Source: an optimization exercise on an open RTL-to-GDS flow (aim: small area). Production flows keep margins and buffers that such runs may drop. In this exercise RTL edits were held to simulation tests only and were not proved equivalent to the original. Power is estimated from default activity; no workload was simulated.

**flow/config.mk**
```make
export PLATFORM = sky130hd
export DESIGN_NAME = CPU
export DESIGN_NICKNAME = CPU
export VERILOG_FILES = /design/flow/design.v
export SDC_FILE = /design/flow/constraint.sdc
export NUM_CORES = 4
export LEC_CHECK = 0
export ABC_AREA = 1
export CAP_MARGIN = 20
export CORE_MARGIN = 2
export CORE_UTILIZATION = 40
export PLACE_DENSITY = 0.6
export SLEW_MARGIN = 20
```
**flow/constraint.sdc**
```tcl
create_clock -name core_clock -period 12.0 [get_ports {clk}]
set_input_delay 2.4000 -clock core_clock [delete_from_list [all_inputs] [get_ports {clk}]]
set_output_delay 2.4000 -clock core_clock [all_outputs]
set_load 0.01 [all_outputs]
```
**flow/design.v**
```verilog
`timescale 1ns / 1ps
module ALU_16(A, B, C, Opcode, Flags);
	input [15:0] A, B;
	input [7:0] Opcode;
	output [15:0] C;
	output [4:0] Flags;    
	wire oADD  = (Opcode == 8'h05) | (Opcode == 8'h50);
	wire oADDC = (Opcode == 8'h07);
	wire oADDU = (Opcode == 8'h06) | (Opcode == 8'h60) | (Opcode == 8'h0E) | (Opcode == 8'hE0);
	wire oSUB  = (Opcode == 8'h09) | (Opcode == 8'h90);
	wire oCMPS = (Opcode == 8'h0B) | (Opcode == 8'hB0);
	wire oCMPU = (Opcode == 8'h0D);
	wire oSHL  = (Opcode == 8'h84) | (Opcode == 8'h80) | (Opcode == 8'h86);
	wire oSHR  = (Opcode == 8'h0A) | (Opcode == 8'h82);
	wire oAND  = (Opcode == 8'h01);
	wire oOR   = (Opcode == 8'h02);
	wire oXOR  = (Opcode == 8'h03);
	wire oNOT  = (Opcode == 8'h20);
	wire oWAIT = (Opcode == 8'h00);
	wire oCMP = oCMPS | oCMPU;
	wire sub = oSUB | oCMP;
	wire oSUM = oADD | oADDC | oADDU | oSUB;
	wire [15:0] b = B ^ {16{sub}};
	wire [16:0] c;
	wire [15:0] s;
	assign c[0] = sub;
	genvar i;
	generate
		for (i = 0; i < 16; i = i + 1) begin : add
			assign s[i] = A[i] ^ b[i] ^ c[i];
			assign c[i+1] = (A[i] & b[i]) | (A[i] & c[i]) | (b[i] & c[i]);
		end
	endgenerate
	wire ovf = c[15] ^ c[16];
	wire zero = (s == 16'b0);
	wire [15:0] x, xr, y, yr;
	generate
		for (i = 0; i < 16; i = i + 1) begin : rev
			assign xr[i] = A[15-i];
			assign yr[i] = y[15-i];
		end
	endgenerate
	assign x = oSHR ? xr : A;
	assign y = (B[15:4] != 12'b0) ? 16'b0 : (x << B[3:0]);
	wire [15:0] sh = oSHR ? yr : y;
	assign C = ({16{oSUM}} & s)
		| ({16{oSHL | oSHR}} & sh)
		| ({16{oAND}} & (A & B))
		| ({16{oOR}} & (A | B))
		| ({16{oXOR}} & (A ^ B))
		| ({16{oNOT}} & ~A);
	assign Flags[4] = ((oADD | oADDU) & c[16]) | (oADDC & ovf);
	assign Flags[3] = oCMP & ~c[16];
	assign Flags[2] = oADD & ovf;
	assign Flags[1] = ((oSUM | oCMP) & zero) | oWAIT;
	assign Flags[0] = oCMPS & (s[15] ^ ovf);
endmodule
`timescale 1ns / 1ps
module regfile(clk, rst, Rdest, Rsrc, EnableWrite, write, A, B);
	input clk, rst, EnableWrite;
	input [3:0] Rdest, Rsrc;
	input [15:0] write;
	output reg [15:0] A, B;
	reg [15:0] R [0:15];
	reg [15:0] valid;
	wire [15:0] decA = 16'b1 << Rdest;
	wire [15:0] decB = 16'b1 << Rsrc;
	wire [15:0] we = decA & {16{EnableWrite}};
	integer i;
	always @* begin
		A = 16'b0;
		B = 16'b0;
		for (i = 0; i < 16; i = i + 1) begin
			A = A | ({16{decA[i] & valid[i]}} & R[i]);
			B = B | ({16{decB[i] & valid[i]}} & R[i]);
		end
	end
	always @(posedge clk, posedge rst) begin
		if (rst)
			valid <= 16'b0;
		else
			valid <= valid | we;
	end
	genvar g;
	generate
		for (g = 0; g < 16; g = g + 1) begin : regs
			always @(posedge clk)
				if (we[g])
					R[g] <= write;
		end
	endgenerate
endmodule
`timescale 1ns / 1ps
module CPU(clk, nextInstruction, rst, Flags, OUT, aluOutput, mem_rdata, mem_wdata, mem_we, REGA, REGB, ADDRA, FULLOP);
	input clk, rst;
	input [15:0] mem_rdata;
	output [9:0] nextInstruction, ADDRA;
	output [4:0] Flags;
	output [15:0] OUT, aluOutput, mem_wdata, REGA, REGB, FULLOP;
	output mem_we;
	reg [15:0] FullOp, NextIns, WB;
	reg [9:0] PC, addr;
	reg s0, s1;      
	reg L;           
	wire sD = ~s0 & ~s1;     
	wire [7:0] op  = {FullOp[15:12], FullOp[7:4]};
	wire [7:0] nop = {NextIns[15:12], NextIns[7:4]};
	wire extz = (FullOp[7:4] == 4'b0);
	wire isSTORE = (op == 8'h44);
	wire isLOAD  = (op == 8'h40);
	wire isJ     = (op == 8'h48) | (op == 8'h4C);
	wire isCMP   = (op == 8'h0B) | (op == 8'hB0) | (op == 8'h0D);
	wire noWrite = isSTORE | isCMP | (op == 8'h00) | (op == 8'h4C);
	wire WriteReg = sD & ~noWrite;
	wire [15:0] ra, rb;
	wire [15:0] bop = extz ? {12'b0, FullOp[3:0]} : rb;
	regfile RegFile(.clk(clk), .rst(rst), .Rdest(FullOp[11:8]), .Rsrc(FullOp[3:0]),
		.EnableWrite(WriteReg), .write(WB), .A(ra), .B(rb));
	ALU_16 ALU(.A(ra), .B(bop), .C(aluOutput), .Opcode(op), .Flags(Flags));
	assign nextInstruction = PC;
	assign ADDRA = addr;
	assign OUT = WB;
	assign mem_wdata = WB;
	assign mem_we = sD & isSTORE;
	assign REGA = ra;
	assign REGB = bop;
	assign FULLOP = FullOp;
	wire njump = (nop == 8'h48) | ((nop == 8'h4C) & ~L);
	wire [9:0] pc1 = PC + 10'd1;
	always @(posedge clk, posedge rst) begin
		if (rst) begin
			s0 <= 1'b0;
			s1 <= 1'b0;
			FullOp <= 16'b0;
			NextIns <= 16'b0;
			WB <= 16'b0;
			PC <= 10'h3FF;
			addr <= 10'b0;
			L <= 1'b0;
		end else begin
			s0 <= sD;
			s1 <= s0;
			if (sD) begin
				FullOp <= NextIns;
				if (njump)
					addr <= rb[9:0];
				else begin
					PC <= pc1;
					addr <= pc1;
				end
			end
			if (s0) begin
				NextIns <= mem_rdata;
				if (isCMP)
					L <= Flags[3];
				if (isLOAD)
					addr <= rb[9:0];
			end
			if (s1) begin
				if (isSTORE) begin
					addr <= ra[9:0];
					WB <= rb;
				end else if (isLOAD)
					WB <= mem_rdata;
				else if (isJ) begin
					WB <= {6'b0, PC};
					PC <= rb[9:0];
				end else
					WB <= aluOutput;
			end
		end
	end
endmodule
```
**flow/flow/run.sh**
```bash
#!/bin/bash
# Own layout flow: the standard layout with three changes.
#  1. synthesis maps the logic with an area-oriented abc script (my_synth.tcl);
#     the registers are those of the standard synthesis.
#  2. port buffers are buf_1 cells instead of the default.
#  3. CTS uses clkbuf_8 buffers and no dummy loads.
# Each tool's output goes to a log file in this folder.
set -euo pipefail
W=$PWD
F=$W/flow
make -C "$FLOW_HOME" DESIGN_CONFIG=$W/config.mk WORK_HOME=$W/orfs CLKGATE_MAP_FILE= \
  SYNTH_SCRIPT=$F/my_synth.tcl MY_ABC_SCRIPT=$F/area.abc synth > $W/synth.log 2>&1
export BUFFER_PORTS_ARGS="-buffer_cell sky130_fd_sc_hd__buf_1"
export CTS_ARGS="-sink_clustering_enable -repair_clock_nets -buf_list sky130_fd_sc_hd__clkbuf_8 -dont_use_dummy_load"
bash $W/standard.sh > $W/layout.log 2>&1
```
**flow/flow/area.abc**
```
strash
&get -n
&st
&syn2
&dch -f
&nf -a -R 1000
&put
topo
```
**flow/flow/my_synth.tcl**
```tcl
# The standard synthesis (synth_recipe.tcl: ORFS synth.tcl, then flatten and
# rename) with one change: abc maps the logic with flow/area.abc, an
# area-oriented script, instead of ORFS's abc_area.script.
proc synth {args} { yosys synth -nofsm -noshare {*}$args }
set f [open $::env(SCRIPTS_DIR)/synth.tcl]; set t [read $f]; close $f
set old {log_cmd abc {*}$abc_args}
if { [string first $old $t] < 0 } { error "abc call not found in synth.tcl" }
set t [string map [list $old {log_cmd abc {*}[lreplace $abc_args 1 1 $::env(MY_ABC_SCRIPT)]}] $t]
set p $::env(OBJECTS_DIR)/synth_patched.tcl
set f [open $p w]; puts -nonewline $f $t; close $f
source $p
# left out here: clear keep_hierarchy, flatten, clean up, hide names made inside functions, write 1_2_yosys.v
```
**flow/standard.sh**
```bash
#!/bin/bash
# synth_recipe.tcl (not shown) runs the flow's synth.tcl, then flattens the netlist and writes it again
# the make line also repeats each setting of config.mk as NAME=value (left out here)
make -C /OpenROAD-flow-scripts/flow DESIGN_CONFIG=/design/flow/config.mk WORK_HOME=/design/flow/orfs CLKGATE_MAP_FILE= SYNTH_SCRIPT=/design/flow/synth_recipe.tcl "${@:-finish}"
```
==> results.txt, run 1 <==
Critical path
The worst register-to-register path begins at FullOp[0]. On the worst path, the slowest cell contributes a delay of 0.44 ns. The largest individual stage delay along the critical path comes from the cell dfrtp_2. The kind of end point of the critical path is a primary output. The endpoint identified for the worst register-to-register timing path is WB[15]. The worst setup path is launched from a flip-flop. The slack of the worst reg-to-reg path is 2.98 ns.

The arrival time of data at the critical path endpoint is 9.31 ns. The number of cells on the worst reg-to-reg path is 28. The number of buffers and inverters on the critical path is 3. The category of cells accounting for the largest share of critical-path delay is adder cells. The most numerous cell on the critical path is fa_2. In this run the worst path has a maximum fanout of 5.

The worst setup path is of the flip-flop to primary output kind. The endpoint required time on the critical path is 9.60 ns. The start point of the critical path is FullOp[0].

Pwr
In this run the static leakage power is 7.45 nW. Dividing total power by cell area gives a power density of 132 nW/um2. The overall power after layout is 2.68 mW. The worst IR drop on VDD is 0.0000704 V.

Global routing
The aggregate global routing overflow is 0. The busiest layer in global routing is met2. The met3 capacity usage during global routing is 0.0694. The number of antenna violations at the first check in global routing is 2. For this run, the total global-route usage over all layers was measured as 0.320.

Entering global routing, the biggest net connects 72 pins. For this run, global-route usage on met2 was measured as 0.509. The met1 usage is 0.419. The first-pass GRT wire length is 102,000 um. The number of global-route vias before repair is 14.7k.

Yosys
The synthesized area is 17,000 um2. Measured against the total synthesized area, the mux share comes to 0.0236. The synthesis-stage register bit count is 343. The number of enable flip-flop cells after synthesis is 256. For this run, the number of Yosys warnings is 3. In the synthesized netlist the dominant register cell turns out to be edfxtp_1. Of the total synthesized cell area, the portion taken by XOR and XNOR cells is 0.0129. In this run the mean area of a mapped cell was 12.1 um2. The number of nets handed over by synthesis was 1,474. The number of different library cells used by synthesis comes to 50. The share of async-settable or async-resettable flops after synthesis is 0.254.

The gate count of the mapped netlist is 1,407. Of the total synthesized cell area, the portion taken by full adders, half adders and majority gates is 0.0432. The simple-gate portion of the synthesized area is 0.127. The combinational family with the most area after synthesis is compound AO/OA/AOI/OAI gates.

Of the synthesized area, sequential elements account for 0.581. The compound-gate portion of the synthesized area came to 0.196.

Drt
The pre-antenna-repair detailed-routing pass consisted of 10 iterations. In the routed design, unresolved DRC markers number 0. The count of routing violations after the opening detailed-route iteration is 2,678. The average routed wire per standard cell is 31.7 um. The total detailed-routing wirelength is 72,100 um. The total number of vias is 15.3k. The detail route stage leaves a number of antenna-violating nets equal to 0. After detailed routing, the number of vias per cell comes to 6.72.

Worst hold path
The worst hold path was traced through 2 stages. In this run the most critical hold path is launched from NextIns[8]. In this run the worst hold path is classified as flip-flop to flip-flop. The path with the worst hold slack has its endpoint at FullOp[8].

CTS
Counting the buffers created by CTS gives 56. The number of buffers inserted by hold repair at cts is 0. In this run the number of H-tree levels came out at 2. The buffer type at the clock tree root is clkbuf_8. The clock passes through at most 3 buffers. The clock transition time at the flip-flop clock pins of the worst setup and hold paths is 0.05 ns. The CTS tree is yes. The worst-skew pair later-pin latency is 0.67 ns. Counting every sink on the clock net gives 343.

Placed design
The post-placement setup slack is -0.326 ns. The routability congestion estimate is 0.947. The number of buffer cells added on primary ports is 139. Summed over all nets, the half-perimeter wirelength after detailed placement is 48,200 um. Once placement finished, the instance area stood at 19,300 um2. The count of placed standard cells including taps is 2,213.

Finish
The library cell used most frequently in the layout, excluding fill and tap cells, is edfxtp_1. In the final layout, the multi-input gates occupy 7080 um2. Of the cells placed in the final design, the portion with a size suffix greater than 1 is 0.157. Across the whole layout, storage elements account for 9880 um2.

Leaving out fill and tap cells, the most frequent cells in the layout are edfxtp_1, nand2_1, buf_4. The area growth from synthesis to final layout is 19.1%. For this run, the number of standard cells in the final layout without fillers is 2,275. The cell area after layout is 20,200 um2.

The layout has 3,808 filler cells. Measured on the finished design, the core utilization comes to 0.482. The net count of the finished layout is 1,804.

Timing
In the final timing run, aggregate negative setup slack is 0 ns. Setup violations remaining at the end of the flow were counted as 0. The final critical-path setup slack is 0.288 ns. Of the available clock period, the critical path in the final layout requires 0.976. Measured against its own limit, the worst slew margin works out to 0.252. At the pin with the least slew margin, the transition time is 1.11 ns. Setup repair after global routing left no endpoint under its margin. The final hold slack is 0.469 ns. Static timing analysis puts the maximum clock frequency at 85.4 MHz. The worst path in the final design needs a cycle of 11.71 ns, including I/O delays and setup. The number of hold violations in the final report is 0. The largest clock skew in the final design is 0.129 ns. The count of final max-slew check failures is 0.

Die
The floorplan has 75 rows. The die covers 44,100 um2. The die is 210 um wide. The initial core utilization is 0.405. The chip height is 210 um. During I/O placement, the number of pins put on the boundary was 140.

The area inside the core boundary is 41,900 um2.

Job
The reported max-cap violation count is 0.

Status
The run finished with no timing, DRC or antenna violations.
## flip-flops by register name, indices dropped and copies added, names as in the netlist, 10 cells and up
signal	count
FullOp	16
NextIns	16
PC	10
RegFile.R	256
RegFile.valid	16
WB	16
addr	10
## power breakdown
| group | internal [mW] | switching [mW] |
|---|---|---|
| logic | 0.157 | 0.287 |
| clock network | 0.408 | 0.425 |
| registers | 1.33 | 0.0654 |
| total | 1.90 | 0.778 |
## layout make-up
cell class	instances	share of cell area
well taps	539	0.0333
repair buffers	288	0.0821
flip-flops and latches	343	0.488
clock buffers	56	0.0381
multi-input cells	1005	0.350
diodes	1	0.000124
inverters	43	0.00804
## repair_timing
item | in CTS | in global routing
setup buffers | 1 | 3
pin swaps | 6 | 9
setup endpoints to repair | 8 | 2
resized for setup | 16 | 7
## cell usage after synthesis, types with 2 or more instances
| cell | instances | area (um2) |
|---|---|---|
| edfxtp_1 | 256 | 7690 |
| nand2_1 | 149 | 559 |
| nor2_1 | 110 | 413 |
| a222oi_1 | 88 | 881 |
| dfrtp_1 | 77 | 1930 |
| a21oi_1 | 64 | 320 |
| a22oi_1 | 62 | 465 |
| o21ai_0 | 62 | 310 |
| clkinv_1 | 43 | 161 |
| and3_1 | 41 | 257 |
| a221oi_1 | 36 | 315 |
| nand3_1 | 36 | 180 |
| ha_1 | 33 | 413 |
| a211oi_1 | 32 | 240 |
| nand4_1 | 29 | 181 |
| mux2_1 | 25 | 282 |
| a22o_1 | 22 | 193 |
| nor3_1 | 19 | 95.1 |
| or2_0 | 19 | 119 |
| nor2b_1 | 18 | 113 |
| xor2_1 | 17 | 149 |
| buf_4 | 16 | 120 |
| fa_1 | 16 | 320 |
| o221ai_1 | 14 | 123 |
| a21o_1 | 12 | 90.1 |
| mux2i_1 | 12 | 120 |
| and4_1 | 11 | 96.3 |
| a31oi_1 | 10 | 62.6 |
| dfstp_2 | 10 | 263 |
| nor4_1 | 8 | 50.1 |
| o22ai_1 | 8 | 50.1 |
| o2bb2ai_1 | 8 | 70.1 |
| xnor2_1 | 8 | 70.1 |
| and2_0 | 6 | 37.5 |
| o211ai_1 | 6 | 45.0 |
| a221o_1 | 5 | 50.1 |
| nand2b_1 | 3 | 18.8 |
| o21a_1 | 3 | 22.5 |
| nor3b_1 | 2 | 15.0 |
## cell families (layout without fill, tap and decap cells)
logic type / count (synthesis) / in the layout
multiplexers: 37 / 37
AND/OR/NAND/NOR: 453 / 453
XOR/XNOR: 25 / 25
adder cells (fa/ha/maj): 49 / 49
flip-flops: 343 / 343
other: 0 / 1
AO/OA/AOI/OAI: 441 / 441
buffers and inverters: 59 / 387
## worst max-delay path by stage
| stage | to | slack [ns] | depth (start not counted) |
|---|---|---|---|
| 6_report | Flags[1] | 0.29 | 30 |
| 5_1_grt | Flags[1] | 0.02 | 30 |
| 4_1_cts | Flags[1] | 0.02 | 31 |
| 3_5_place_dp | Flags[1] | -0.33 | 31 |
| 3_3_place_gp | Flags[1] | -0.27 | 31 |
| 2_1_floorplan | Flags[1] | 0.05 | 27 |
## layer usage
metal | wire length, um | share of wire
met4 | 4060 | 0.056
met3 | 8510 | 0.12
met5 | 0 | 0
met1 | 26800 | 0.37
met2 | 32700 | 0.45
## tightest hold or removal path, cell delays in order, from the launching register on
cell and delay [ns]:
dfrtp_1 0.33, nand2_1 0.05, nand2_1 0.05
==> inputs of run 2 (changes only) <==
--- a/flow/config.mk
+++ b/flow/config.mk
@@ -9,5 +9,6 @@
 export CAP_MARGIN = 20
 export CORE_MARGIN = 2
 export CORE_UTILIZATION = 40
+export GPL_TIMING_DRIVEN = 0
 export PLACE_DENSITY = 0.6
 export SLEW_MARGIN = 20
==> results.txt, run 2 <==
Yosys
Summed over all instances, the cell type with the most area after synthesis is edfxtp_1. After synthesis, the netlist uses 50 different library cells. The cell count after synthesis came out at 1,407. In this run, synthesis inferred 256 flip-flops with an integrated enable. The share of async-settable or async-resettable flops after synthesis is 0.254.

Counting flops and latches in the post-synthesis netlist gives 343. The area share of the largest cell type after synthesis is 0.453. Of the synthesized area, sequential elements account for 0.581. In the post-synthesis netlist, the cell with the most instances is edfxtp_1. The Yosys step of the flow raised 3 warnings. Counting every net in the synthesized netlist gives 1,474. Sorting the synthesized cells by area gives the leading types as edfxtp_1, dfrtp_1, a222oi_1, nand2_1, a22oi_1. Summing every instance area after synthesis gives 17,000 um2.

The flip-flop cell with the highest count after synthesis is edfxtp_1. A synthesized cell averages 12.1 um2. After synthesis, the most frequently instantiated cells are edfxtp_1, nand2_1, nor2_1.

CTS
The number of buffers inserted by hold repair at cts is 0. The later pin in the worst-skew pair is clocked with a latency of 0.62 ns. In this run, CTS created clock tree buffers numbering 52.

The tree built by TritonCTS fans out to 343 sinks. The buffer type at the clock tree root is clkbuf_8. The CTS tree is yes. Clock-pin slew was measured on the worst setup and hold paths at 0.06 ns. The H-tree depth is 2. The maximum buffer depth of the clock tree is 3.

Global routing
Entering global routing, the biggest net connects 65 pins. The number of antenna violations at the first check in global routing is 2. The first-pass GRT wire length is 101,000 um. The number of global-route vias before repair is 14.6k. For this run, the total global-route usage over all layers was measured as 0.321. The aggregate global routing overflow is 0.

Timing
In the finished design, the share of the clock period the worst path needs comes to 1.01. Measured against its own limit, the worst slew margin works out to 0.203. Across the routed clock network, the largest skew measured is 0.0707 ns. The clock period minus final worst setup slack is 12.10 ns. Setup violations remaining at the end of the flow were counted as 1.

Setup repair after global routing could not meet its margin everywhere. The final critical-path setup slack is -0.102 ns. The number of hold violations in the final report is 0. Based on the critical path, the design can be clocked at up to 82.6 MHz. The count of final max-slew check failures is 0. The actual slew at the worst max-slew pin is 1.19 ns. The summed negative setup slack over all endpoints is -0.102 ns.

Critical path
The number of buffers and inverters on the critical path is 3. The worst setup path is captured at a primary output. STA classifies the critical path startpoint as a flip-flop. The maximum net fanout on the critical path is 16. The slack of the worst reg-to-reg path is 2.80 ns. For this run, the slowest stage of the critical path takes 0.59 ns.

On the critical path the largest part of the delay comes from adder cells. By instance count, the cell type seen most on the critical path is fa_2. The endpoint required time on the critical path is 9.60 ns. The slowest stage cell on the critical path is dfrtp_2. Following the worst setup path forward leads to its endpoint at Flags[1]. The critical path crosses 30 cells after its start point. In this run the critical register-to-register path is launched from FullOp[11].

The worst register-to-register path ends at WB[15]. The arrival time of data at the critical path endpoint is 9.70 ns. The worst register-to-register path has a depth of 28. The critical path is of the flip-flop to primary output type. The start point of the critical path is FullOp[11].

Placed design
The cell area after placement is 18,700 um2. The post-placement setup slack is -2.28 ns. Port buffering added 139 buffers.

In this run, placement finished with an instance count of 2,110. Detailed placement finished with a half-perimeter wire length of 43,500 um. At the end of routability-driven placement, the weighted congestion stood at 0.931.

Pwr
The worst IR drop on VDD is 0.0000579 V. The clock network power share is 0.304. The net switching power of the design is 778 uW. The share of total power dissipated in sequential elements is 0.530. The reported leakage power is 7.27 nW. The share of total power dissipated in combinational logic is 0.166. The power per cell area is 130 nW/um2. The switching portion of total power is 0.294. The internal portion of the total power is 1.86 mW.

Finish
The library cell used most frequently in the layout, excluding fill and tap cells, is edfxtp_1. The number of antenna diodes in the final layout is 0. The net count reported at finish is 1,766. The flip-flop count of the largest register after layout is 256.

In the final layout, the share of cells above drive strength 1 is 0.167. Excluding fillers, the count of instances in the completed layout stands at 2,236. The register ranked first by flip-flop count is RegFile.R. The area growth from synthesis to final layout is 19.5%. The cell area after layout is 20,300 um2. Once layout is complete, the utilization of the core stands at 0.484. In the layout the commonest cells are edfxtp_1, nand2_1, buf_1.

Drt
The count of routing violations after the opening detailed-route iteration is 2,663. The total detailed-routing wirelength is 72,200 um. The count of TritonRoute iterations in the first routing pass is 11. Dividing the detail-routed wire length by the instance count gives 32.3 um. In this run the remaining antenna-violating nets after routing total 0. Using the TritonRoute via totals, the vias-per-cell ratio works out to 6.88. The total number of vias is 15.4k. For this run, design rule violations remaining after detail routing come to 0.

Status
The layout checks failed on setup timing. The flow ran to the end, but the layout failed its checks.

Job
Across the run, the number of max-cap violations was 0.

Die
The die is 210 um wide. The core region is 41,900 um2. The floorplan has 75 rows.

140 I/O pins were placed. Measured along the y axis, the die boundary spans 210 um. For this configuration, the core starts out at a cell density of 0.405. The die covers 44,100 um2.

Worst hold path
The class of the worst hold path is flip-flop to flip-flop.
-- run 2: cell types whose count changed in the layout (fill, tap and decap cells not counted), sizes merged --
cell and delta:
buf -35, clkbuf -4, mux2i +1, diode -1
-- run 2: per-stage QoR --
stage | hold slack (ns) | total power, mW
after floorplan | 0.432 | 1.64
after detailed placement | 0.444 | 1.81
after global placement | 0.441 | 1.80
after global routing | 0.484 | 2.72
after CTS | 0.459 | 2.63
final | 0.452 | 2.64
-- run 2: area by class of cell --
type / instances / area, um2
Timing Repair Buffer: 237 / 1370
Tap cell: 539 / 674
Clock buffer: 52 / 716
Sequential cell: 343 / 9890
Multi-Input combinational cell: 1006 / 7370
Fill cell: 3712 / 21600
Buffer: 16 / 120
Inverter: 43 / 171
-- run 2: worst register-to-register path: cells and delay by family (launching register included) --
family | cells | cell delay (ns)
AO/OA/AOI/OAI | 7 | 1.40
adder cells (fa/ha/maj) | 15 | 5.85
buffers and inverters | 2 | 0.25
flip-flops | 1 | 0.59
AND/OR/NAND/NOR | 4 | 1.03
-- run 2: cell families after synthesis --
family	after synthesis	synth area share
AOI/OAI and AO/OA	441	0.196
xor gates and xnor gates	25	0.0129
adders and majority gates	49	0.0432
buffers and inverters	59	0.0166
DFF	343	0.581
muxes	37	0.0236
and+or+nand+nor	453	0.127
-- run 2: layer usage --
metal  vias up  part of all wire  GRT usage
met4         4             0.081      0.225
met3       350              0.13     0.0878
met2      1301              0.43      0.481
li1       6302                 -          -
met1      7435              0.36      0.403
met5         -           0.00032          0
-- run 2: how the worst min path moves through the flow --
stage	startpoint	end	cells after the start
final	NextIns[8]	FullOp[8]	2
after global routing	NextIns[10]	FullOp[10]	2
after CTS	NextIns[8]	FullOp[8]	2
after detailed placement	NextIns[8]	FullOp[8]	2
after global placement	NextIns[8]	FullOp[8]	2
after floorplan	NextIns[10]	FullOp[10]	2
-- run 2: power by group through the flow --
stage / registers, mW / clock network, mW / logic, mW
after detailed placement: 1.42 / 0 / 0.392
final: 1.40 / 0.802 / 0.438
after global placement: 1.42 / 0 / 0.382
after global routing: 1.41 / 0.846 / 0.470
after CTS: 1.40 / 0.803 / 0.427
after floorplan: 1.41 / 0 / 0.232
-- run 2: what timing repair did --
item,CTS,global route
setup endpoints to repair,11,1
endpoints found under the hold margin,0,0
resized for setup,103,3
pin swaps,38,0
setup buffers,73,0
gates cloned,1,0
==> inputs of run 3 (changes only) <==
==> flow/run.sh (new file) <==
#!/bin/bash
# synth_recipe.tcl (not shown) runs the flow's synth.tcl, then flattens the netlist and writes it again
# the make line also repeats each setting of config.mk as NAME=value (left out here)
make -C /OpenROAD-flow-scripts/flow DESIGN_CONFIG=/design/flow/config.mk WORK_HOME=/design/flow/orfs CLKGATE_MAP_FILE= SYNTH_SCRIPT=/design/flow/synth_recipe.tcl finish
--- a/flow/config.mk
+++ b/flow/config.mk
@@ -9,6 +9,5 @@
 export CAP_MARGIN = 20
 export CORE_MARGIN = 2
 export CORE_UTILIZATION = 40
-export GPL_TIMING_DRIVEN = 0
 export PLACE_DENSITY = 0.6
 export SLEW_MARGIN = 20
removed: flow/flow/run.sh
removed: flow/flow/area.abc
removed: flow/flow/my_synth.tcl
removed: flow/standard.sh
==> results.txt, run 3 <==
Critical path
The maximum net fanout on the critical path is 6. Counting cells, the worst reg-to-reg path comes to 36. STA classifies the critical path endpoint as a primary output.

For the worst setup path, the data required time is 9.60 ns. The critical path is of the flip-flop to primary output type. The critical path startpoint category is a flip-flop.

STA puts the critical path data arrival time at 9.28 ns. The most numerous cell on the critical path is fa_2. The largest stage delay on the critical path is 0.45 ns. The largest individual stage delay along the critical path comes from the cell dfrtp_2.

CTS
The H-tree depth is 2. The clock buffer count from CTS is 40. The clock transition time at the flip-flop clock pins of the worst setup and hold paths is 0.05 ns. CTS placed an instance of clkbuf_16 at the clock tree root.

The maximum buffer depth of the clock tree is 3. The CTS tree is yes. The clock sink count is 343. The worst-skew pair later-pin latency is 0.59 ns. The number of buffers inserted by hold repair at cts is 0.

Timing
The total setup violations reported at the end of the flow is 0. The number of hold violations in the final report is 0. The count of final max-slew check failures is 0. Headroom to the max-slew limit came out at 0.177.

The actual slew at the worst max-slew pin is 1.23 ns. The achievable frequency is 85.6 MHz. The largest clock skew in the final design is 0.0334 ns. The clock period minus final worst setup slack is 11.68 ns. The final worst-path cycle share is 0.974.

Setup repair after global routing left no endpoint under its margin.

Pwr
The net switching power of the design is 1.05 mW. Of the total power, the clock network draws 0.369. The power per cell area is 132 nW/um2. The internal portion of total power is 2.28 mW.

The reported leakage power is 11.6 nW. Power comes to 3.32 mW. The worst IR drop on VDD is 0.000112 V. The combinational group share of total power is 0.212. The switching portion of total power is 0.315. The part of the power in registers is 0.419.

Yosys
The number of nets handed over by synthesis was 2,532. The mapped netlist covers 20,000 um2. Sorting the synthesized cells by area gives the leading types as edfxtp_1, nand2_1, dfrtp_1, nand3_1, nor2_1.

The number of synthesis warnings is 3. In this run, distinct cell masters in the synthesized netlist total 50. In the synthesized netlist the async set-or-reset flop fraction comes to 0.254. The share of synthesized area in the top cell type comes to 0.385. After synthesis, the largest family of logic cells by area is simple AND/OR/NAND/NOR gates. The compound-gate portion of the synthesized area is 0.0642.

The simple-gate portion of the synthesized area is 0.328. The synthesized area per cell is 8.10 um2. The number of enable flip-flop cells after synthesis is 256. Ranked by instance count, the synthesized netlist is headed by nand2_1, edfxtp_1, nor2_1.

For this run, the leading register cell type out of synthesis is edfxtp_1. Among all cell types in the netlist, the one instantiated most often is nand2_1. The synthesized design contains 343 register bits. Of the total synthesized cell area, the portion taken by XOR and XNOR cells is 0.00833. The synthesized-area fraction occupied by adder cells is 0.0367. For this run, the register share of the synthesized area comes to 0.494. The gate count of the mapped netlist is 2,465. The mux share of post-synthesis cell area is 0. The cell type with the highest aggregate area in the netlist is edfxtp_1.

Global routing
The first global-routing pass estimated 143,000 um of wire. The total overflow left after global routing is 0. The maximum number of pins on one net before global-route repair is 73. The number of antenna violations at the first check in global routing is 3. The global-route usage over all layers is 0.397. The number of global-route vias before repair is 19.5k.

Die
The die width is 227 um. The die area is 51,700 um2. The chip height is 227 um. The I/O pin count is 140. After floorplanning, the core was sized to cover 49,200 um2. For this configuration, the core starts out at a cell density of 0.406. The standard-cell row count is 81.

Placed design
The HPWL reported at the end of detailed placement is 75,900 um. The routability congestion estimate is 1.08. The cell area after placement is 23,700 um2. The number of buffer cells added on primary ports is 139. Once placement completed, the tool counted placed cells totaling 3,415.

Finish
The register ranked first by flip-flop count is RegFile.R. The finished layout holds 3,492 standard cells, fillers aside. The area growth from synthesis to layout is 25.7%. The total inserted antenna cells is 0.

Leaving out fill and tap cells, the most frequent cell in the layout is nand2_1. The cell area after layout is 25,100 um2. After the last flow step, the layout net total stands at 2,863.

The register with the most flip-flops in the layout has 256 of them. The top cell types in the final layout, fill and taps aside, are nand2_1, buf_4, edfxtp_1. Of the cells placed in the final design, the portion with a size suffix greater than 1 is 0.166.

Drt
The count of TritonRoute iterations in the first routing pass is 8. The total detailed-routing wirelength is 103,000 um. After detailed routing, the average wire length per cell comes to 29.5 um. After detailed routing, the number of remaining DRC violations is 0. The count of nets left with antenna violations once routing finished came out at 0. Using the TritonRoute via totals, the vias-per-cell ratio works out to 5.85. For this block, the initial DRC count from the detailed router was 2,875. The total number of vias is 20.4k.

Worst hold path
The number of cells on the worst hold path is 2. The class of the worst hold path is flip-flop to flip-flop.

Status
The run finished with no timing, DRC or antenna violations.

Job
The reported max-cap violation count is 0.
## run 3: final timing paths
kind | from | to | slack (ns)
worst max-delay path | FullOp[0] | aluOutput[15] | 0.32
worst min-delay path | NextIns[11] | NextIns[11] | 0.48
worst max register to register | FullOp[0] | WB[15] | 3.14
worst min register to register | NextIns[11] | NextIns[11] | 0.48
max in group asynchronous | rst | FullOp[11] | 8.54
min in group asynchronous | rst | RegFile.valid[1] | 2.13
## run 3: cell families (layout without fill, tap and decap cells)
logic type	after synthesis	in the layout
compound gates	223	223
buf+inv	307	670
simple gates	1524	1524
fa+ha+maj	49	49
flops	343	343
xor+xnor	19	19
## run 3: critical path, delay by kind of cell, from the launching register on
| kind | cells | cell delay [ns] |
|---|---|---|
| compound gates | 4 | 0.54 |
| xor+xnor | 1 | 0.12 |
| fa+ha+maj | 14 | 5.54 |
| buf+inv | 7 | 1.18 |
| flops | 1 | 0.45 |
| simple gates | 8 | 0.88 |
## run 3: power groups by stage
stage / Combinational, mW / Sequential, mW / Clock, mW
global placement: 0.671 / 1.41 / 0
floorplan: 0.305 / 1.41 / 0
detailed placement: 0.670 / 1.41 / 0
finish: 0.704 / 1.39 / 1.23
CTS: 0.679 / 1.39 / 1.23
global route: 0.741 / 1.40 / 1.28
## run 3: layout make-up
| class | count | area [um2] |
|---|---|---|
| clock buffer | 47 | 1060 |
| clock inverter | 27 | 243 |
| fill | 4733 | 24000 |
| inverter | 184 | 693 |
| multi-input combinational | 1815 | 8930 |
| sequential | 343 | 9880 |
| tap | 664 | 831 |
| timing repair buffer | 412 | 3470 |
## run 3: per-stage QoR
step           setup TNS [ns]  setup slack [ns]  hold slack, ns  utilization
2_1_floorplan               0            0.0172           0.429            -
3_3_place_gp           -0.451            -0.282           0.460        0.481
3_5_place_dp           -0.661            -0.436           0.469        0.481
4_1_cts                     0            0.0611           0.482        0.510
5_1_grt                     0            0.0509           0.513        0.511
6_report                    0             0.317           0.483        0.511
## run 3: what timing repair did
item / CTS / global route
endpoints found under the hold margin: 0 / 0
pin swaps: 3 / 10
resized for setup: 31 / 10
setup endpoints to repair: 8 / 7
buffers inserted: 1 / 2
## run 3: metal layers
metal,track usage,wire (um),vias up
met2,0.577,43100,1335
met3,0.126,12800,288
li1,-,-,8914
met4,0.201,5860,4
met5,0,27,-
met1,0.533,41000,9880
==> inputs of run 4 (changes only) <==
--- a/flow/design.v
+++ b/flow/design.v
@@ -41,14 +41,19 @@
 		end
 	endgenerate
 	assign x = oSHR ? xr : A;
-	assign y = (B[15:4] != 12'b0) ? 16'b0 : (x << B[3:0]);
-	wire [15:0] sh = oSHR ? yr : y;
+	assign y = (x << B[3:0]);
+	wire big = (B[15:4] != 12'b0);
+	wire [15:0] sh = ({16{oSHR & ~big}} & yr) | ({16{oSHL & ~big}} & y);
 	assign C = ({16{oSUM}} & s)
-		| ({16{oSHL | oSHR}} & sh)
-		| ({16{oAND}} & (A & B))
-		| ({16{oOR}} & (A | B))
-		| ({16{oXOR}} & (A ^ B))
-		| ({16{oNOT}} & ~A);
+		| sh
+		| lg;
+	wire t3 = oAND | oOR, t2 = oOR | oXOR, t1 = oOR | oXOR | oNOT, t0 = oNOT;
+	wire [15:0] lg;
+	generate
+		for (i = 0; i < 16; i = i + 1) begin : lgc
+			assign lg[i] = A[i] ? (B[i] ? t3 : t2) : (B[i] ? t1 : t0);
+		end
+	endgenerate
 	assign Flags[4] = ((oADD | oADDU) & c[16]) | (oADDC & ovf);
 	assign Flags[3] = oCMP & ~c[16];
 	assign Flags[2] = oADD & ovf;
@@ -100,9 +105,13 @@
 	output mem_we;
 	reg [15:0] FullOp, NextIns, WB;
 	reg [9:0] PC, addr;
-	reg s0, s1;      
+	reg s0, s1;
 	reg L;           
 	wire sD = ~s0 & ~s1;     
+	wire sR = s0 & s1;       
+	wire dec = sD | sR;
+	wire fet = s0 & ~s1;
+	wire exe = ~s0 & s1;
 	wire [7:0] op  = {FullOp[15:12], FullOp[7:4]};
 	wire [7:0] nop = {NextIns[15:12], NextIns[7:4]};
 	wire extz = (FullOp[7:4] == 4'b0);
@@ -125,23 +134,26 @@
 	assign REGA = ra;
 	assign REGB = bop;
 	assign FULLOP = FullOp;
-	wire njump = (nop == 8'h48) | ((nop == 8'h4C) & ~L);
+	wire njump = sD & ((nop == 8'h48) | ((nop == 8'h4C) & ~L));
 	wire [9:0] pc1 = PC + 10'd1;
+	always @(posedge clk)
+		if (fet)
+			NextIns <= mem_rdata;
 	always @(posedge clk, posedge rst) begin
 		if (rst) begin
-			s0 <= 1'b0;
-			s1 <= 1'b0;
+			s0 <= 1'b1;
+			s1 <= 1'b1;
 			FullOp <= 16'b0;
-			NextIns <= 16'b0;
 			WB <= 16'b0;
 			PC <= 10'h3FF;
 			addr <= 10'b0;
 			L <= 1'b0;
 		end else begin
-			s0 <= sD;
-			s1 <= s0;
-			if (sD) begin
+			s0 <= dec;
+			s1 <= fet;
+			if (sD)
 				FullOp <= NextIns;
+			if (dec) begin
 				if (njump)
 					addr <= rb[9:0];
 				else begin
@@ -149,14 +161,13 @@
 					addr <= pc1;
 				end
 			end
-			if (s0) begin
-				NextIns <= mem_rdata;
+			if (fet) begin
 				if (isCMP)
 					L <= Flags[3];
 				if (isLOAD)
 					addr <= rb[9:0];
 			end
-			if (s1) begin
+			if (exe) begin
 				if (isSTORE) begin
 					addr <= ra[9:0];
 					WB <= rb;
==> flow/flow/run.sh (new file) <==
#!/bin/bash
# Own layout flow: the standard layout with these changes.
#  1. synthesis (my_synth.tcl) is the standard synthesis except that Yosys's
#     extract_fa step is skipped and abc maps the logic with flow/area.abc,
#     an area-oriented script; the registers are those of the standard synthesis.
#  2. port buffers are buf_1 cells instead of the default.
#  3. CTS uses clkbuf_8 buffers, clusters of up to 12 sinks and no dummy loads.
# Each tool's output goes to a log file in this folder.
set -euo pipefail
W=$PWD
F=$W/flow
MY_NO_FA=1 make -C "$FLOW_HOME" DESIGN_CONFIG=$W/config.mk WORK_HOME=$W/orfs CLKGATE_MAP_FILE= \
  SYNTH_SCRIPT=$F/my_synth.tcl MY_ABC_SCRIPT=$F/area.abc synth > $W/synth.log 2>&1
export BUFFER_PORTS_ARGS="-buffer_cell sky130_fd_sc_hd__buf_1"
export CTS_ARGS="-sink_clustering_enable -repair_clock_nets -buf_list sky130_fd_sc_hd__clkbuf_8 -dont_use_dummy_load -sink_clustering_size 12 -sink_clustering_max_diameter 60"
bash $W/standard.sh > $W/layout.log 2>&1
==> flow/flow/area.abc (new file) <==
strash
dc2
&get -n
&st
&dch -f
&nf -a -p -R 1000
&put
topo
==> flow/flow/my_synth.tcl (new file) <==
proc synth {args} { yosys synth -nofsm -noshare {*}$args }
set f [open $::env(SCRIPTS_DIR)/synth.tcl]; set t [read $f]; close $f
set old {log_cmd abc {*}$abc_args}
if { [string first $old $t] < 0 } { error "abc call not found in synth.tcl" }
set t [string map [list $old {log_cmd abc {*}[lreplace $abc_args 1 1 $::env(MY_ABC_SCRIPT)]}] $t]
if { [info exists ::env(MY_NO_FA)] && $::env(MY_NO_FA) } {
  set old2 {extract_fa {*}[dont_use_extract_fa_args]}
  if { [string first $old2 $t] < 0 } { error "extract_fa call not found in synth.tcl" }
  set t [string map [list $old2 {}] $t]
}
set p $::env(OBJECTS_DIR)/synth_patched.tcl
set f [open $p w]; puts -nonewline $f $t; close $f
source $p
# left out here: clear keep_hierarchy, flatten, clean up, hide names made inside functions, write 1_2_yosys.v
==> flow/standard.sh (new file) <==
#!/bin/bash
# synth_recipe.tcl (not shown) runs the flow's synth.tcl, then flattens the netlist and writes it again
# the make line also repeats each setting of config.mk as NAME=value (left out here)
make -C /OpenROAD-flow-scripts/flow DESIGN_CONFIG=/design/flow/config.mk WORK_HOME=/design/flow/orfs CLKGATE_MAP_FILE= SYNTH_SCRIPT=/design/flow/synth_recipe.tcl "${@:-finish}"
--- a/flow/config.mk
+++ b/flow/config.mk
@@ -6,8 +6,9 @@
 export NUM_CORES = 4
 export LEC_CHECK = 0
 export ABC_AREA = 1
-export CAP_MARGIN = 20
+export CAP_MARGIN = 0
 export CORE_MARGIN = 2
 export CORE_UTILIZATION = 40
+export GPL_TIMING_DRIVEN = 0
 export PLACE_DENSITY = 0.6
-export SLEW_MARGIN = 20
+export SLEW_MARGIN = 0
removed: flow/run.sh
==> results.txt, run 4 <==
Status
The run finished with no timing, DRC or antenna violations.

Placed design
The routability congestion estimate is 0.982. Input and output buffers added on the ports amount to 139. Summing all placed instances gives a cell area of 18,700 um2. The HPWL reported at the end of detailed placement is 46,300 um.

Timing
The count of final max-slew check failures is 0. The achievable frequency is 87.1 MHz. The total setup violations reported at the end of the flow is 0.

The largest clock skew in the final design is 0.0354 ns. The clock period minus final worst setup slack is 11.48 ns. The number of hold violations in the final report was 0. The final worst-path cycle share is 0.957. The relative slew slack is 0.128. Setup repair after global routing left no endpoint under its margin. The actual slew at the worst max-slew pin is 1.31 ns.

Global routing
Entering global routing, the biggest net connects 44 pins. The number of antenna violations at the first check in global routing is 0. The first-pass GRT wire length is 95,500 um. The number of global-route vias before repair was 13.5k. The aggregate global routing overflow is 0. Across every metal layer, demand over resource in global routing totals 0.301.

Finish
The number of antenna diodes in the final layout is 0. The layout cell share with drive strength beyond 1 is 0.117. The net count reported at finish is 1,579.

The register ranked first by flip-flop count is RegFile.R. The library cells used most frequently in the layout, excluding fill and tap cells, are edfxtp_1, buf_1, nand2_1. The register with the most flip-flops in the layout has 256 of them.

Summing all non-filler instances in the final layout gives an area of 19,300 um2. The area growth from synthesis to layout is 17.0%. The leading cell type in the layout, fill and taps excluded is edfxtp_1.

The share of the core filled with cells in the final layout is 0.474.

Critical path
In this run the critical register-to-register path is launched from FullOp[2]. The destination of the worst register-to-register timing path is WB[15]. The length in cells of the worst reg-to-reg path is 29. For flop-to-flop paths, the worst setup slack is 3.01 ns.

Data on the critical path is required at its endpoint by 9.60 ns. The maximum net fanout on the critical path is 30. The slowest stage of the critical path is the dfrtp_1 cell. The arrival time of data at the critical path endpoint is 9.08 ns. The kind of end point of the critical path is a primary output. The kind of critical path is flip-flop to primary output. The largest stage delay on the critical path is 0.75 ns.

The worst setup path is launched from a flip-flop. The cell that appears most often on the critical path is maj3_1.

Drt
For this block, the routed nets add up to 66,500 um of wire. The detailed-route DRC error count is 0. The total number of vias is 14.4k.

The count of TritonRoute iterations in the first routing pass is 10. In this run the remaining antenna-violating nets after routing total 0. The average routed wire per standard cell is 31.8 um. The per-cell via count in the routed design is 6.87. The detailed router finished its first iteration with 2,955 violations.

CTS
TritonCTS built the clock tree. The maximum buffer depth of the clock tree is 3. In this run the number of H-tree levels came out at 2. After clock tree synthesis, the clock-pin slew on the worst setup and hold paths is 0.08 ns.

The later pin in the worst-skew pair is clocked with a latency of 0.56 ns. The tree built by TritonCTS fans out to 343 sinks. In this run, CTS created clock tree buffers numbering 35.

The buffer type at the clock tree root is clkbuf_8.

Worst hold path
The number of cells on the worst hold path is 1. In this run the most critical hold path is launched from NextIns[10]. The class of the worst hold path is flip-flop to flip-flop. For hold timing, the worst endpoint is FullOp[10].

Die
The area inside the core boundary is 40,800 um2. In this run the core area contains 74 standard-cell rows. The floorplan step set the die width to 207 um. The die is 207 um tall. 140 I/O pins were placed. The initial core utilization is 0.405.

The die covers 43,000 um2.

Yosys
The number of enable flip-flop cells after synthesis is 272. The gate count of the mapped netlist is 1,321. The combinational family with the most area after synthesis is compound AO/OA/AOI/OAI gates.

The number of synthesis warnings is 3. For this run, the register share of the synthesized area comes to 0.603. Of the post-synthesis cell area, the dominant cell type holds 0.494. Of the total synthesized cell area, the portion taken by full adders, half adders and majority gates is 0.00424.

The mux share of post-synthesis cell area is 0.0433. The compound-gate portion of the synthesized area is 0.185. The synthesis-stage register bit count is 343. The synthesized area per cell is 12.5 um2. The largest total area in the synthesized netlist belongs to edfxtp_1. Of the total synthesized cell area, the portion taken by XOR and XNOR cells is 0.0217. In the post-synthesis netlist, the biggest area contributors are edfxtp_1, dfrtp_1, a222oi_1, nand2_1, mux2i_1.

In the synthesized netlist, the cells that appear most often are edfxtp_1, nand2_1, a222oi_1. The cell area that synthesis handed to floorplanning was 16,500 um2. Among all cell types in the netlist, the one instantiated most often is edfxtp_1. The simple-gate portion of the synthesized area is 0.134.

The number of nets in the synthesized netlist is 1,339. The share of async-settable or async-resettable flops after synthesis is 0.207. The count of unique library cells instantiated by Yosys is 53.

In the synthesized netlist the dominant register cell turns out to be edfxtp_1.

Pwr
The overall power after layout is 1.93 mW. Summed over all nets, the switching power comes to 399 uW. The share of total power dissipated in sequential elements is 0.657.

Power spread over the standard cell area amounts to 99.8 nW/um2. The worst-case IR drop observed on VDD is 0.0000581 V. The reported leakage power is 6.48 nW.

The share of total power dissipated in combinational logic is 0.006. The internal portion of total power is 1.53 mW. Of the total power, the clock network draws 0.337. Of the total power, the share spent switching nets is 0.207.

Job
Max-cap violations in this run came to 0.
-- run 4: power by group through the flow --
stage	logic (mW)	clock network, mW	registers, mW
floorplan	0.00356	0	1.29
global placement	0.0115	0	1.29
detailed placement	0.0126	0	1.29
CTS	0.0126	0.655	1.27
global route	0.0133	0.696	1.27
finish	0.0123	0.650	1.27
-- run 4: repair_timing --
action | CTS | global route
pin swaps | 0 | 2
hold buffers | 0 | 0
gates resized for setup | 2 | 13
hold endpoints to repair | 0 | 0
setup endpoints to repair | 4 | 7
buffers inserted | 0 | 6
-- run 4: per-stage QoR --
step	hold WS, ns	TNS [ns]	worst slack [ns]	std cells
after floorplan	0.439	0	0.177	1321
after global placement	0.445	-59.89	-4.22	1992
after detailed placement	0.451	0	0.414	2049
after CTS	0.449	0	0.0549	2084
after global routing	0.447	0	0.0710	2091
final	0.451	0	0.516	2091
-- run 4: worst max-delay path by stage --
stage / slack, ns / cells past startpoint / from / endpoint
2_1_floorplan: 0.18 / 25 / FullOp[3] / aluOutput[15]
3_3_place_gp: -4.22 / 26 / FullOp[3] / aluOutput[15]
3_5_place_dp: 0.41 / 25 / FullOp[1] / aluOutput[15]
4_1_cts: 0.05 / 27 / FullOp[3] / aluOutput[15]
5_1_grt: 0.07 / 27 / FullOp[1] / aluOutput[15]
6_report: 0.52 / 28 / FullOp[2] / aluOutput[15]
-- run 4: cell type report --
| class | instances | area (um2) |
|---|---|---|
| flip-flops and latches | 343 | 9960 |
| plain buffers | 16 | 120 |
| well taps | 532 | 666 |
| inverters | 8 | 32.5 |
| multi-input cells | 954 | 6650 |
| clock buffers | 35 | 482 |
| repair buffers | 203 | 1430 |
| fillers | 3628 | 21500 |
-- run 4: logic make-up (layout without fill, tap and decap cells) --
logic type	Yosys count	after routing
compound gates	403	403
fa+ha+maj	7	7
buf+inv	24	262
mux	68	68
flops	343	343
xor+xnor	41	41
simple gates	435	435
-- run 4: routing by layer --
layer | GRT usage | wire length [um] | vias to the layer above
met5 | 0 | 0 | -
met4 | 0.148 | 3770 | 0
met3 | 0.0670 | 8550 | 222
met2 | 0.461 | 29100 | 1158
met1 | 0.405 | 25100 | 7023
li1 | - | - | 5961
-- run 4: critical path, delay by kind of cell, from the launching register on --
family          cells  cell delay [ns]
buf+inv             2             0.43
fa+ha+maj           7             3.02
flops               1             0.75
simple gates        6             1.62
mux                 1             0.49
compound gates     10             1.86
xor+xnor            2             0.34
==> inputs of run 5 (changes only) <==
==> flow/flow/run.sh (replaced) <==
#!/bin/bash
# Own layout flow: the standard layout with these changes.
#  1. synthesis (my_synth.tcl) is the standard synthesis except that Yosys's
#     extract_fa step is skipped and abc maps the logic with flow/area.abc,
#     an area-oriented script; the registers are those of the standard synthesis.
#  2. port buffers are buf_1 cells instead of the default.
#  3. CTS uses clkbuf_8 buffers and no dummy loads.
# Each tool's output goes to a log file in this folder.
set -euo pipefail
W=$PWD
F=$W/flow
MY_NO_FA=1 make -C "$FLOW_HOME" DESIGN_CONFIG=$W/config.mk WORK_HOME=$W/orfs CLKGATE_MAP_FILE= \
  SYNTH_SCRIPT=$F/my_synth.tcl MY_ABC_SCRIPT=$F/area.abc synth > $W/synth.log 2>&1
export BUFFER_PORTS_ARGS="-buffer_cell sky130_fd_sc_hd__buf_1"
export CTS_ARGS="-sink_clustering_enable -repair_clock_nets -buf_list sky130_fd_sc_hd__clkbuf_8 -dont_use_dummy_load"
bash $W/standard.sh > $W/layout.log 2>&1
--- a/flow/config.mk
+++ b/flow/config.mk
@@ -6,9 +6,9 @@
 export NUM_CORES = 4
 export LEC_CHECK = 0
 export ABC_AREA = 1
-export CAP_MARGIN = 0
+export CAP_MARGIN = 20
 export CORE_MARGIN = 2
 export CORE_UTILIZATION = 40
 export GPL_TIMING_DRIVEN = 0
 export PLACE_DENSITY = 0.6
-export SLEW_MARGIN = 0
+export SLEW_MARGIN = 20
==> results.txt, run 5 <==
CTS
The number of buffers inserted by hold repair at cts is 0. The worst-skew pair later-pin latency is 0.62 ns. The maximum buffer depth of the clock tree is 3. The clock transition time at the flip-flop clock pins of the worst setup and hold paths is 0.07 ns. The buffer type at the clock tree root is clkbuf_8. The H-tree was split into 2 levels.

Buffers inserted during clock tree synthesis total 53. The clock sink count is 343. TritonCTS built the clock tree.

Yosys
Counting flops with a built-in enable in the synthesized netlist gives 272. Of the post-synthesis cell area, the dominant cell type holds 0.494. The commonest cells after synthesis are edfxtp_1, nand2_1, a222oi_1. Synthesis inferred 343 register bits. Yosys printed 3 warnings. For this run, the register share of the synthesized area comes to 0.603.

The share of async-settable or async-resettable flops after synthesis is 0.207. Dividing the synthesized area by the synthesized cell count gives 12.5 um2. The flip-flop cell with the highest count after synthesis is edfxtp_1. Counting every net in the synthesized netlist gives 1,339. By instance count, the leading cell after synthesis is edfxtp_1. The gate count of the mapped netlist is 1,321.

Yosys attributes the largest share of cell area to edfxtp_1, dfrtp_1, a222oi_1, nand2_1, mux2i_1. The cell type with the highest aggregate area in the netlist is edfxtp_1. The synthesized netlist occupies a cell area of 16,500 um2. The count of unique library cells instantiated by Yosys is 53.

Global routing
The first-pass GRT wire length is 95,700 um. The number of antenna violations at the first check in global routing came to 0. The global-route usage over all layers is 0.302.

Entering global routing, the biggest net connects 72 pins. The aggregate global routing overflow is 0. The number of global-route vias before repair is 13.9k.

Drt
The count of TritonRoute iterations in the first routing pass is 11. The antenna violation net count after detailed routing is 0. The average routed wire per standard cell is 31.8 um.

In the routed design, unresolved DRC markers number 0. The count of routing violations after the opening detailed-route iteration is 2,651. The per-cell via count in the routed design is 6.89. The detailed router placed 14.5k vias in this run. The total detailed-routing wirelength is 66,900 um.

Die
The die area is 43,000 um2. The floorplan has 74 rows. The initial core utilization is 0.405.

The I/O pin count is 140. The total area inside the core boundary comes to 40,800 um2. Measured along the x axis, the die boundary spans 207 um.

The die is 207 um tall.

Finish
The storage element area is 9960 um2. Leaving out fill and tap cells, the most frequent cells in the layout are edfxtp_1, buf_1, nand2_1. RegFile.R holds more flip-flops than any other register. The register with the most flip-flops in the layout has 256 of them. The number of fillers in the final layout is 3,632. Of the cells placed in the final design, the portion with a size suffix greater than 1 is 0.128. In the final design database the tool counted 1,594 nets. The area growth from synthesis to final layout is 17.7%. The filler-free cell count of the finished design is 2,106. In the final layout, the multi-input gates occupy 6750 um2. The number of antenna diodes in the final layout is 0. The leading cell type in the layout, fill and taps excluded is edfxtp_1.

Pwr
The clock network power share is 0.386. The share of total power dissipated in combinational logic is 0.005. The worst IR drop on VDD is 0.0000681 V. The switching portion of total power is 0.205. The part of the power in registers is 0.609.

Summed over all cells, the static leakage comes to 6.56 nW. The overall power after layout is 2.09 mW. Summed over all nets, the switching power comes to 427 uW. The internal portion of the total power is 1.66 mW. The power per cell area is 107 nW/um2.

Status
The run finished with no timing, DRC or antenna violations.

Timing
The relative slew slack is 0.173. Dividing the final minimum period by the clock period gives 0.963. The total setup violations reported at the end of the flow is 0. The count of final max-slew check failures came to 0.

Setup repair after global routing left no endpoint under its margin. For the final database, setup skew stands at 0.0380 ns. The clock period minus final worst setup slack is 11.56 ns.

The number of hold violations in the final report is 0. The actual slew at the worst max-slew pin is 1.24 ns. For this run, the top clock speed supported by timing is 86.5 MHz.

Placed design
The count of placed standard cells including taps is 2,052. The count of buffers added on input and output ports is 139. At the end of routability-driven placement, the weighted congestion stood at 0.982. Detailed placement finished with a half-perimeter wire length of 44,800 um.

Critical path
Among all stages on the critical path, the largest delay is contributed by dfrtp_1. The kind of critical path is flip-flop to primary output. The most numerous cell type found on the critical path is maj3_1. For the worst setup path, the data required time is 9.60 ns. The largest single stage delay on the critical path is 0.73 ns.

Counting both buffers and inverters, the worst setup path holds a total of 2. The maximum net fanout on the critical path is 25. The critical path startpoint category is a flip-flop. The kind of end point of the critical path is a primary output.

The category of cells accounting for the largest share of critical-path delay is adder cells. The arrival time of data at the critical path endpoint is 9.16 ns.

Worst hold path
The class of the worst hold path is flip-flop to flip-flop.

Job
The reported max-cap violation count is 0.
-- run 5: cell types whose count changed in the layout (fill, tap and decap cells not counted), sizes merged --
cell / previous run / this run
buf: 219 / 216
clkbuf: 35 / 53
-- run 5: what timing repair did --
action	CTS	global route
setup buffers	0	0
resized for setup	7	4
endpoints found under the setup margin	5	6
-- run 5: cells by family after synthesis --
kind of cell	count (synthesis)	synth area share
xor gates and xnor gates	41	0.0217
and+or+nand+nor	435	0.134
DFF	343	0.603
adders and majority gates	7	0.00424
buffers and inverters	24	0.00909
AOI/OAI and AO/OA	403	0.185
muxes	68	0.0433
-- run 5: routing by layer --
layer  up-vias  GRT usage  part of all wire
li1       5986          -                 -
met1      7140      0.399              0.37
met2      1163      0.474              0.45
met3       229     0.0710              0.12
met4         0      0.140             0.050
met5         -          0                 0
-- run 5: path summary, 6_finish.rpt --
kind | from | to | slack [ns] | cells after the start
max | FullOp[1] | aluOutput[15] | 0.44 | 25
min | NextIns[10] | FullOp[10] | 0.46 | 1
max reg2reg | FullOp[1] | WB[15] | 3.04 | 26
min reg2reg | NextIns[10] | FullOp[10] | 0.46 | 1
max in group asynchronous | rst | FullOp[3] | 9.60 | 2
min in group asynchronous | rst | FullOp[15] | 1.89 | 2
-- run 5: power by group through the flow --
stage          sequential [mW]  clock, mW  combinational, mW
3_3_place_gp              1.29          0             0.0115
3_5_place_dp              1.29          0             0.0116
2_1_floorplan             1.29          0            0.00356
5_1_grt                   1.27      0.858             0.0123
4_1_cts                   1.27      0.813             0.0116
6_report                  1.27      0.805             0.0115
-- run 5: per-stage QoR --
step,hold slack (ns),util,setup slack (ns),setup TNS [ns],cell area [um2]
after floorplan,0.439,-,0.177,0,16500
after global placement,0.445,0.434,-4.22,-59.89,17700
after detailed placement,0.451,0.457,0.289,0,18700
after CTS,0.468,0.475,0.160,0,19400
after global routing,0.482,0.476,0.0300,0,19500
final,0.464,0.476,0.442,0,19500
-- run 5: layout make-up --
cell class                      count  share of cell area
Multi-Input combinational cell    954               0.347
Tap cell                          532              0.0342
Inverter                            8             0.00187
Clock buffer                       53              0.0375
Buffer                             16             0.00618
Timing Repair Buffer              200              0.0614
Sequential cell                   343               0.512
==> inputs of run 6 (changes only) <==
==> flow/flow/run.sh (replaced) <==
#!/bin/bash
# Own layout flow: the standard layout with these changes.
#  1. synthesis (my_synth.tcl) is the standard synthesis except that Yosys's
#     extract_fa step is skipped and abc maps the logic with flow/area.abc,
#     an area-oriented script; the registers are those of the standard synthesis.
#  2. port buffers are buf_1 cells instead of the default.
#  3. the resize step's repair uses only drive strengths 1 and 2 (pre_resize.tcl).
#  4. CTS uses clkbuf_8 buffers, clusters of up to 12 sinks and no dummy loads.
# Each tool's output goes to a log file in this folder.
set -euo pipefail
W=$PWD
F=$W/flow
MY_NO_FA=1 make -C "$FLOW_HOME" DESIGN_CONFIG=$W/config.mk WORK_HOME=$W/orfs CLKGATE_MAP_FILE= \
  SYNTH_SCRIPT=$F/my_synth.tcl MY_ABC_SCRIPT=$F/area.abc synth > $W/synth.log 2>&1
export PRE_RESIZE_TCL=$F/pre_resize.tcl
export BUFFER_PORTS_ARGS="-buffer_cell sky130_fd_sc_hd__buf_1"
export CTS_ARGS="-sink_clustering_enable -repair_clock_nets -buf_list sky130_fd_sc_hd__clkbuf_8 -dont_use_dummy_load -sink_clustering_size 12 -sink_clustering_max_diameter 60"
bash $W/standard.sh > $W/layout.log 2>&1
==> flow/flow/pre_resize.tcl (new file) <==
# Sourced before the resize step (3_4): repair_design may use only the
# smallest drive strengths, which mends slew and capacitance with less area.
set_dont_use {sky130_fd_sc_hd__*_4 sky130_fd_sc_hd__*_6 sky130_fd_sc_hd__*_8 sky130_fd_sc_hd__*_12 sky130_fd_sc_hd__*_16}
--- a/flow/config.mk
+++ b/flow/config.mk
@@ -6,9 +6,9 @@
 export NUM_CORES = 4
 export LEC_CHECK = 0
 export ABC_AREA = 1
-export CAP_MARGIN = 20
+export CAP_MARGIN = 0
 export CORE_MARGIN = 2
 export CORE_UTILIZATION = 40
 export GPL_TIMING_DRIVEN = 0
 export PLACE_DENSITY = 0.6
-export SLEW_MARGIN = 20
+export SLEW_MARGIN = 0
==> results.txt, run 6 <==
CTS
Counting the buffers created by CTS gives 34. CTS built an H-tree with a depth of 2. The worst-skew pair later-pin latency is 0.57 ns. The maximum buffer depth of the clock tree is 3. TritonCTS built the clock tree.

After clock tree synthesis, the clock-pin slew on the worst setup and hold paths is 0.08 ns. The buffer type at the clock tree root is clkbuf_8. The clock sink count is 343.

Finish
The layout cell share with drive strength beyond 1 is 0.114. The register ranked first by flip-flop count is RegFile.R. The area growth from synthesis to final layout is 13.2%.

0 antenna diodes ended up in the layout. Leaving out fill and tap cells, the most frequent cells in the layout are edfxtp_1, buf_1, nand2_1. The number of fillers in the final layout is 3,683. The flip-flop count of the largest register after layout is 256.

Measured on the finished design, the core utilization comes to 0.458. The leading cell type in the layout, fill and taps excluded is edfxtp_1. After the last flow step, the layout net total stands at 1,575.

Yosys
The commonest cells after synthesis are edfxtp_1, nand2_1, a222oi_1. After synthesis, the cell types taking the most area are edfxtp_1, dfrtp_1, a222oi_1, nand2_1, mux2i_1. The number of synthesis warnings is 3. The number of nets produced by synthesis is 1,339. Synthesis handed over a netlist of 1,321 instances. The synthesized design contains 343 register bits. After synthesis, the share of flip-flops with an asynchronous set or reset is 0.207. In this run, distinct cell masters in the synthesized netlist total 53. The register area share after synthesis is 0.603. The area share of the largest cell type after synthesis is 0.494. edfxtp_1 is the most common cell in the netlist. The number of enable flip-flop cells after synthesis is 272. The flip-flop cell with the highest count after synthesis is edfxtp_1. Summed over all instances, the cell type with the most area after synthesis is edfxtp_1. The synthesized area is 16,500 um2. A synthesized cell averages 12.5 um2.

Timing
The clock period minus final worst setup slack is 11.58 ns. The final worst-path cycle share is 0.965. The achievable frequency is 86.3 MHz. The actual slew at the worst max-slew pin is 1.33 ns. The final critical-path setup slack is 0.416 ns.

The count of final max-slew check failures is 0. Setup violations remaining at the end of the flow were counted as 0. Clock skew on the completed layout was measured at 0.0599 ns. Setup repair after global routing left no endpoint under its margin. The relative slew slack is 0.113. The number of hold violations in the final report is 0.

The summed negative setup slack over all endpoints is 0 ns.

Drt
For this run, the detailed router's first-pass iteration total came to 9. The total detailed-routing wirelength is 66,100 um. The per-cell via count in the routed design is 6.82.

After detailed routing, the average wire length per cell comes to 31.7 um. The total number of vias is 14.2k. The count of routing violations after the opening detailed-route iteration is 2,925. In the routed design, unresolved DRC markers number 0. Once detail routing completed, the nets flagged for antenna violations numbered 0.

Global routing
Entering global routing, the biggest net connects 39 pins. The aggregate global routing overflow is 0. The number of antenna violations at the first check in global routing was 0.

The number of global-route vias before repair came to 13.5k. The first global-routing pass estimated 94,900 um of wire. In the global route stage, overall resource usage came out at 0.299.

Placed design
The post-placement setup slack is 0.432 ns. Routability-driven placement finished with a final weighted congestion of 0.982. Port buffering added 139 buffers. After legalization and detailed placement, the total HPWL measured 46,400 um.

Critical path
The kind of critical path is flip-flop to primary output. At the worst endpoint, the required time is 9.60 ns. The kind of end point of the critical path is a primary output. The slowest stage cell on the critical path is dfrtp_1.

Of all nets on the critical path, the largest fanout is 30. Data arrives at the worst endpoint at 9.18 ns. The most numerous cell on the critical path is maj3_1. The worst setup path is launched from a flip-flop. On the worst path, the slowest cell contributes a delay of 0.62 ns.

Status
The run finished with no timing, DRC or antenna violations.

Pwr
The power per cell area is 102 nW/um2. The worst IR drop on VDD is 0.0000541 V. Summed over all cells, the static leakage comes to 6.33 nW.

Die
Row generation in the floorplan step produced 74 rows. The initial core utilization is 0.405. The die is 207 um wide. The die is 207 um tall. The core region is 40,800 um2. For this design the top-level I/O count stands at 140. The die covers 43,000 um2.

Job
The reported max-cap violation count is 0.

Worst hold path
The path class of the tightest hold or removal check is flip-flop to flip-flop.
## run 6: cell types whose count changed in the layout (fill, tap and decap cells not counted), sizes merged
cell    change
clkbuf     -19
clkinv      -1
inv         +1
## run 6: timing repair
action | CTS | global route
hold endpoints to repair | 0 | 0
hold buffers | 0 | 0
setup buffers | 0 | 0
resized for setup | 3 | 15
setup endpoints to repair | 3 | 7
cloned | 0 | 0
## run 6: per-layer routing
metal  track usage  vias up  wire (um)
li1              -     5957          -
met4         0.137        0       3530
met2         0.463     1157      29100
met3        0.0637      230       8660
met5             0        -          0
met1         0.405     6886      24700
## run 6: worst paths after layout
check	slack, ns	to	depth (start not counted)	start
hold / removal	0.46	FullOp[10]	1	NextIns[10]
max in group asynchronous	8.79	WB[6]	3	rst
hold reg to reg	0.46	FullOp[10]	1	NextIns[10]
min in group asynchronous	1.88	RegFile.valid[11]	2	rst
setup reg to reg	2.93	WB[15]	29	FullOp[1]
setup / recovery	0.42	aluOutput[15]	28	FullOp[1]
## run 6: report_power, final
part	switching, mW	internal [mW]
Sequential	0.0000681	1.27
Clock	0.383	0.254
Combinational	0.00980	0.00144
Total	0.393	1.52
## run 6: logic make-up after synthesis
logic type,count (synthesis),share of synthesized area
flops,343,0.603
xor+xnor,41,0.0217
buf+inv,24,0.00909
fa+ha+maj,7,0.00424
simple gates,435,0.134
mux,68,0.0433
compound gates,403,0.185
## run 6: cell type report
| type | instances | area, um2 | area share |
|---|---|---|---|
| Inverter | 8 | 33.8 | 0.00181 |
| Timing Repair Buffer | 200 | 827 | 0.0442 |
| Buffer | 16 | 120 | 0.00642 |
| Clock buffer | 34 | 468 | 0.0250 |
| Sequential cell | 343 | 9960 | 0.533 |
| Multi-Input combinational cell | 954 | 6620 | 0.354 |
| Tap cell | 532 | 666 | 0.0356 |
## run 6: through the flow
| stage | cell area, um2 | power [mW] | hold slack [ns] | std cells |
|---|---|---|---|---|
| 2_1_floorplan | 16500 | 1.30 | 0.439 | 1321 |
| 3_3_place_gp | 17700 | 1.31 | 0.445 | 1992 |
| 3_5_place_dp | 18200 | 1.31 | 0.451 | 2053 |
| 4_1_cts | 18700 | 1.92 | 0.457 | 2087 |
| 5_1_grt | 18700 | 1.97 | 0.485 | 2087 |
| 6_report | 18700 | 1.92 | 0.459 | 2087 |
## run 6: critical path, delay by kind of cell (launching register included)
kind | cells | cell delay, ns
flip-flops | 1 | 0.62
adder cells (fa/ha/maj) | 7 | 2.99
XOR/XNOR | 2 | 0.35
AND/OR/NAND/NOR | 6 | 1.60
multiplexers | 1 | 0.50
AO/OA/AOI/OAI | 10 | 1.94
buffers and inverters | 2 | 0.63

-- port drivers added, routing unchanged --
Ports are ideal in the flow. The routed layouts listed here were re-timed in OpenROAD. Step 1: set_driving_cell puts a clkbuf_16 on clk and a buf_2 on each other input, an assumption about the parent block. Step 2 adds t to the input delays and takes it off the output delays; t is the mean of the earliest and latest rising clock arrival at the registers after step 1. Input paths then give back, and output paths get back, about the clock's delay inside the block. Slacks: ideal ports / drivers / drivers and shift; pairs: ideal ports / drivers.
run | t, ns | setup WS [ns] | worst setup path at the end | clock arrival spread, ns | worst register clock-pin slew, ns
run 1 | 0.652 | 0.288 / 0.240 / 0.892 | register to output | 0.130 / 0.130 | 0.07 / 0.07
run 2 | 0.631 | -0.102 / -0.150 / 0.481 | register to output | 0.071 / 0.070 | 0.07 / 0.07
run 3 | 0.623 | 0.317 / 0.263 / 0.886 | register to output | 0.034 / 0.034 | 0.06 / 0.06
run 4 | 0.589 | 0.516 / 0.465 / 1.054 | register to output | 0.044 / 0.045 | 0.09 / 0.09
run 5 | 0.649 | 0.442 / 0.390 / 1.038 | register to output | 0.051 / 0.051 | 0.07 / 0.07
run 6 | 0.591 | 0.416 / 0.368 / 0.959 | register to output | 0.060 / 0.060 | 0.09 / 0.09
